Background: an optimization exercise with open tools, aiming at small area, a short achievable clock period and few clock cycles. Do not read the settings as production practice. RTL that was checked went through simulation tests only; none was proved equivalent to the original. Power is estimated from default activity; no workload was simulated.

==> flow/design.v (excerpt) <==
module SME(clk,reset,chardata,isstring,ispattern,valid,match,match_index);
Size in the first run: about 1400 cells after synthesis, ~350 flip-flops, roughly 19 I/O pins, roughly 0.017 mm² of cells after synthesis.
==> module SME, before the edit <==
module SME(clk,reset,chardata,isstring,ispattern,valid,match,match_index);
  input clk;
  input reset;
  input [7:0] chardata;
  input isstring;
  input ispattern;
  output match;
  output [4:0] match_index;
  output valid;
  reg match;
  reg [4:0] match_index;
  reg valid;
  reg [7:0] s [0:31];        
  reg [5:0] len;             
  reg       prev_str;        
  reg [31:0] eq_r;           
  reg        v_r;            
  reg        star_r, shift_r, car_r;
  reg [32:0] D;              
  reg [4:0]  off;            
  reg        star_seen;
  reg [4:0]  start0;         
  integer k, j;
  wire newstr = isstring & ~prev_str;
  always @(posedge clk) begin
    if (isstring) begin
      for (k = 0; k < 31; k = k + 1) s[k] <= s[k+1];
      s[31] <= chardata;
      len <= newstr ? 6'd1 : len + 6'd1;
    end
  end
  reg [31:0] occ;
  always @(*)
    for (k = 0; k < 32; k = k + 1)
      occ[k] = ({1'b0, k[5:0]} + {1'b0, len}) >= 7'd32;
  wire is_dot  = (chardata == ".");
  wire is_dol  = (chardata == "$");
  wire is_star = (chardata == "*");
  wire is_car  = (chardata == "^");
  wire need = ~(is_dot | is_star);    
  wire [7:0] cmp = {chardata[7], chardata[6] & ~is_car, chardata[5] | is_car,
                    chardata[4:3] & {2{~is_car}}, chardata[2] & ~(is_car | is_dol),
                    chardata[1] & ~is_car, chardata[0]};
  always @(posedge clk) begin
    for (k = 0; k < 32; k = k + 1) eq_r[k] <= (s[k] == cmp) | ~need;
    star_r  <= is_star;
    car_r   <= is_car;
    shift_r <= ~(is_dol | is_star | is_car);
  end
  always @(posedge clk or posedge reset) begin
    if (reset) begin
      prev_str <= 1'b0;
      v_r <= 1'b0;
      valid <= 1'b0;
    end else begin
      prev_str <= isstring;
      v_r <= ispattern;
      valid <= v_r & ~ispattern;
    end
  end
  reg [32:0] X, Dn, pre;
  reg [31:0] lp;             
  reg [3:0]  any;            
  reg [7:0]  xb;
  always @(*) begin
    X[31:0] = D[31:0] & eq_r;
    X[32]   = D[32] & ~shift_r;
    for (j = 0; j < 4; j = j + 1) begin
      xb = X[8*j +: 8];
      lp[8*j +: 8] = xb | {xb[6:0], 1'b0} | {xb[5:0], 2'b0} | {xb[4:0], 3'b0} |
                     {xb[3:0], 4'b0} | {xb[2:0], 5'b0} | {xb[1:0], 6'b0} | {xb[0], 7'b0};
      any[j] = lp[8*j + 7];
    end
    pre[7:0]   = lp[7:0];
    pre[15:8]  = lp[15:8]  | {8{any[0]}};
    pre[23:16] = lp[23:16] | {8{any[0] | any[1]}};
    pre[31:24] = lp[31:24] | {8{any[0] | any[1] | any[2]}};
    pre[32]    = X[32] | (|any);
    Dn = X;
    if (shift_r) Dn = {X[31:0], 1'b0};
    if (star_r)  Dn = pre;
    if (car_r)
      begin Dn[0] = D[0]; for (k = 1; k < 33; k = k + 1) Dn[k] = D[k] & (~D[k-1] | eq_r[k-1]); end
  end
  reg [3:0] V [0:7];
  reg [1:0] h0 [0:3], h1 [0:3];
  reg [7:0] H;
  reg [3:0] sb;
  reg [4:0] idxb [0:3];
  always @(*) begin
    for (k = 0; k < 8; k = k + 1) V[k] = k[3:0] + {1'b0, off[2:0]};
    for (j = 0; j < 4; j = j + 1) begin
      h0[j] = off[4:3] + j[1:0];
      h1[j] = off[4:3] + j[1:0] + 2'd1;
    end
    for (j = 0; j < 4; j = j + 1) begin
      H = X[8*j +: 8] & ~{lp[8*j +: 7], 1'b0};    
      sb = ({4{H[0]}} & V[0]) | ({4{H[1]}} & V[1]) | ({4{H[2]}} & V[2]) | ({4{H[3]}} & V[3]) |
           ({4{H[4]}} & V[4]) | ({4{H[5]}} & V[5]) | ({4{H[6]}} & V[6]) | ({4{H[7]}} & V[7]);
      idxb[j] = {sb[3] ? h1[j] : h0[j], sb[2:0]};
    end
  end
  wire [4:0] idx_now = any[0] ? idxb[0] : any[1] ? idxb[1] : any[2] ? idxb[2] :
                       any[3] ? idxb[3] : off;
  always @(posedge clk) begin
    D <= v_r ? Dn : {1'b0, occ};
    off <= v_r ? off - {4'd0, shift_r} : len[4:0];
    star_seen <= v_r & (star_seen | star_r);
    if (star_r) start0 <= idx_now;
    match <= |X;
    match_index <= star_seen ? start0 : idx_now;
  end
endmodule
clock: 6.2 ns
lec_check: 0
abc_clock_period_in_ps: 2800
cap_margin: 20
core_margin: 2
core_utilization: 40
cts_buf_list: sky130_fd_sc_hd__clkbuf_16
cts_cluster_diameter: 80
cts_cluster_size: 25
setup_slack_margin: 3.6
slew_margin: 20
run.sh (not shown) runs the stock make flow with config.mk's settings and CLKGATE_MAP_FILE= SYNTH_SCRIPT=/design/flow/synth_recipe.tcl, a recipe that flattens the netlist after the stock synthesis.
Edit:
==> flow/design.v (replaced) <==
module SME(clk,reset,chardata,isstring,ispattern,valid,match,match_index);
  input clk;
  input reset;
  input [7:0] chardata;
  input isstring;
  input ispattern;
  output match;
  output [4:0] match_index;
  output valid;
  reg match;
  reg [4:0] match_index;
  reg valid;
  reg [7:0] s [0:31];        
  reg [5:0] len;             
  reg       prev_str;        
  reg [31:0] eq_r;           
  reg        v_r;            
  reg        dol_r, star_r, shift_r, car_r;
  reg [32:0] D;              
  reg [4:0]  off;            
  reg        star_seen;
  reg [4:0]  start0;         
  integer k, j;
  wire newstr = isstring & ~prev_str;
  always @(posedge clk) begin
    if (isstring) begin
      for (k = 0; k < 31; k = k + 1) s[k] <= s[k+1];
      s[31] <= chardata;
      len <= newstr ? 6'd1 : len + 6'd1;
    end
  end
  reg [31:0] occ;
  always @(*)
    for (k = 0; k < 32; k = k + 1)
      occ[k] = ({1'b0, k[5:0]} + {1'b0, len}) >= 7'd32;
  wire is_dot  = (chardata == ".");
  wire is_dol  = (chardata == "$");
  wire is_star = (chardata == "*");
  wire is_car  = (chardata == "^");
  wire first = ispattern & ~v_r;    
  wire need = ~(is_dot | is_star);    
  wire [7:0] cmp = {chardata[7], chardata[6] & ~is_car, chardata[5] | is_car,
                    chardata[4:3] & {2{~is_car}}, chardata[2] & ~(is_car | is_dol),
                    chardata[1] & ~is_car, chardata[0]};
  always @(posedge clk) begin
    for (k = 0; k < 32; k = k + 1) eq_r[k] <= (s[k] == cmp) | ~need;
    dol_r   <= is_dol;
    star_r  <= is_star;
    car_r   <= is_car;
    shift_r <= ~(is_dol | is_star | is_car);
  end
  always @(posedge clk or posedge reset) begin
    if (reset) begin
      prev_str <= 1'b0;
      v_r <= 1'b0;
      valid <= 1'b0;
    end else begin
      prev_str <= isstring;
      v_r <= ispattern;
      valid <= v_r & ~ispattern;
    end
  end
  reg [32:0] X, Dn;
  reg [32:0] pre [0:6];
  always @(*) begin
    X[31:0] = D[31:0] & eq_r;
    X[32]   = D[32] & ~shift_r;
    pre[0] = X;
    for (j = 0; j < 6; j = j + 1)
      for (k = 0; k < 33; k = k + 1)
        pre[j+1][k] = ((k >> j) & 1) ? (pre[j][k] | pre[j][((k >> j) << j) - 1]) : pre[j][k];
    Dn = X;
    if (shift_r) Dn = {X[31:0], 1'b0};
    if (star_r)  Dn = pre[6];
    if (car_r)
      begin Dn[0] = D[0]; for (k = 1; k < 33; k = k + 1) Dn[k] = D[k] & (~D[k-1] | eq_r[k-1]); end
  end
  reg [3:0] V [0:7];
  reg [1:0] h0 [0:3], h1 [0:3];
  reg [7:0] xb, H;
  reg [3:0] any;
  reg [3:0] sb;
  reg [4:0] idxb [0:3];
  always @(*) begin
    for (k = 0; k < 8; k = k + 1) V[k] = k[3:0] + {1'b0, off[2:0]};
    for (j = 0; j < 4; j = j + 1) begin
      h0[j] = off[4:3] + j[1:0];
      h1[j] = off[4:3] + j[1:0] + 2'd1;
    end
    for (j = 0; j < 4; j = j + 1) begin
      xb = X[8*j +: 8];
      any[j] = |xb;
      H = xb & ~{xb[6:0] | {xb[5:0], 1'b0} | {xb[4:0], 2'b0} | {xb[3:0], 3'b0} |
                 {xb[2:0], 4'b0} | {xb[1:0], 5'b0} | {xb[0], 6'b0}, 1'b0};
      sb = ({4{H[0]}} & V[0]) | ({4{H[1]}} & V[1]) | ({4{H[2]}} & V[2]) | ({4{H[3]}} & V[3]) |
           ({4{H[4]}} & V[4]) | ({4{H[5]}} & V[5]) | ({4{H[6]}} & V[6]) | ({4{H[7]}} & V[7]);
      idxb[j] = {sb[3] ? h1[j] : h0[j], sb[2:0]};
    end
  end
  wire [4:0] idx_now = any[0] ? idxb[0] : any[1] ? idxb[1] : any[2] ? idxb[2] :
                       any[3] ? idxb[3] : off;
  always @(posedge clk) begin
    D <= first ? {1'b0, occ} : Dn;
    off <= first ? len[4:0] : off - {4'd0, shift_r};
    star_seen <= ~first & (star_seen | star_r);
    if (star_r) start0 <= idx_now;
    match <= |X;
    match_index <= star_seen ? start0 : idx_now;
  end
endmodule
Final cell count fell by about 2.4%.
Worst setup slack improved by 15 ps.
Clock-buffer cell count increases by 3.
Sequential cell count is unchanged.
Area after synthesis increases by about 0.35%.
Clock power grows by about 10%.
Worst hold slack hardly moves.
Clock skew is lower by 5.6 ps.
Non-clock buffer count is lower by 28.
Wire length shrinks by about 4.7%.
Die area went up by about 0.35%.
Register-to-register slack is about the same.
First-iteration DRC count rose by 1.2%.
Design area is lower by 3.2%.
Testbench counts after the change, summed over its fixed seeds: cycles 16,721.
No functional check of the RTL was part of the first run of this note.

[port drivers added, routing unchanged]
Ports are ideal in the flow. The routed layouts listed here were re-timed in OpenROAD. Step 1 (the two cells are an assumption about what drives the block):
set clk [get_ports {clk}]
set_driving_cell -lib_cell sky130_fd_sc_hd__clkbuf_16 $clk
set_driving_cell -lib_cell sky130_fd_sc_hd__buf_2 [delete_from_list [all_inputs] $clk]
Step 2 moves the port delays by t, midway between the first and last clock arrival at a register: inputs arrive t later, outputs are due t later. That takes back most of the time a late clock gives input paths. a / b / c = no drivers / after step 1 / after step 2; a / b = the first two.
run	shift t [ns]	setup slack, ns	cell pins on the clock port's net
the first run	0.605	3.671 / 3.692 / 3.095	1
the second run	0.621	3.686 / 3.686 / 3.105	1
After both steps every run listed still meets setup and hold. For the second run, which loses most, drivers alone change the setup slack by 0.000 ns; drivers and shift together by -0.581 ns.
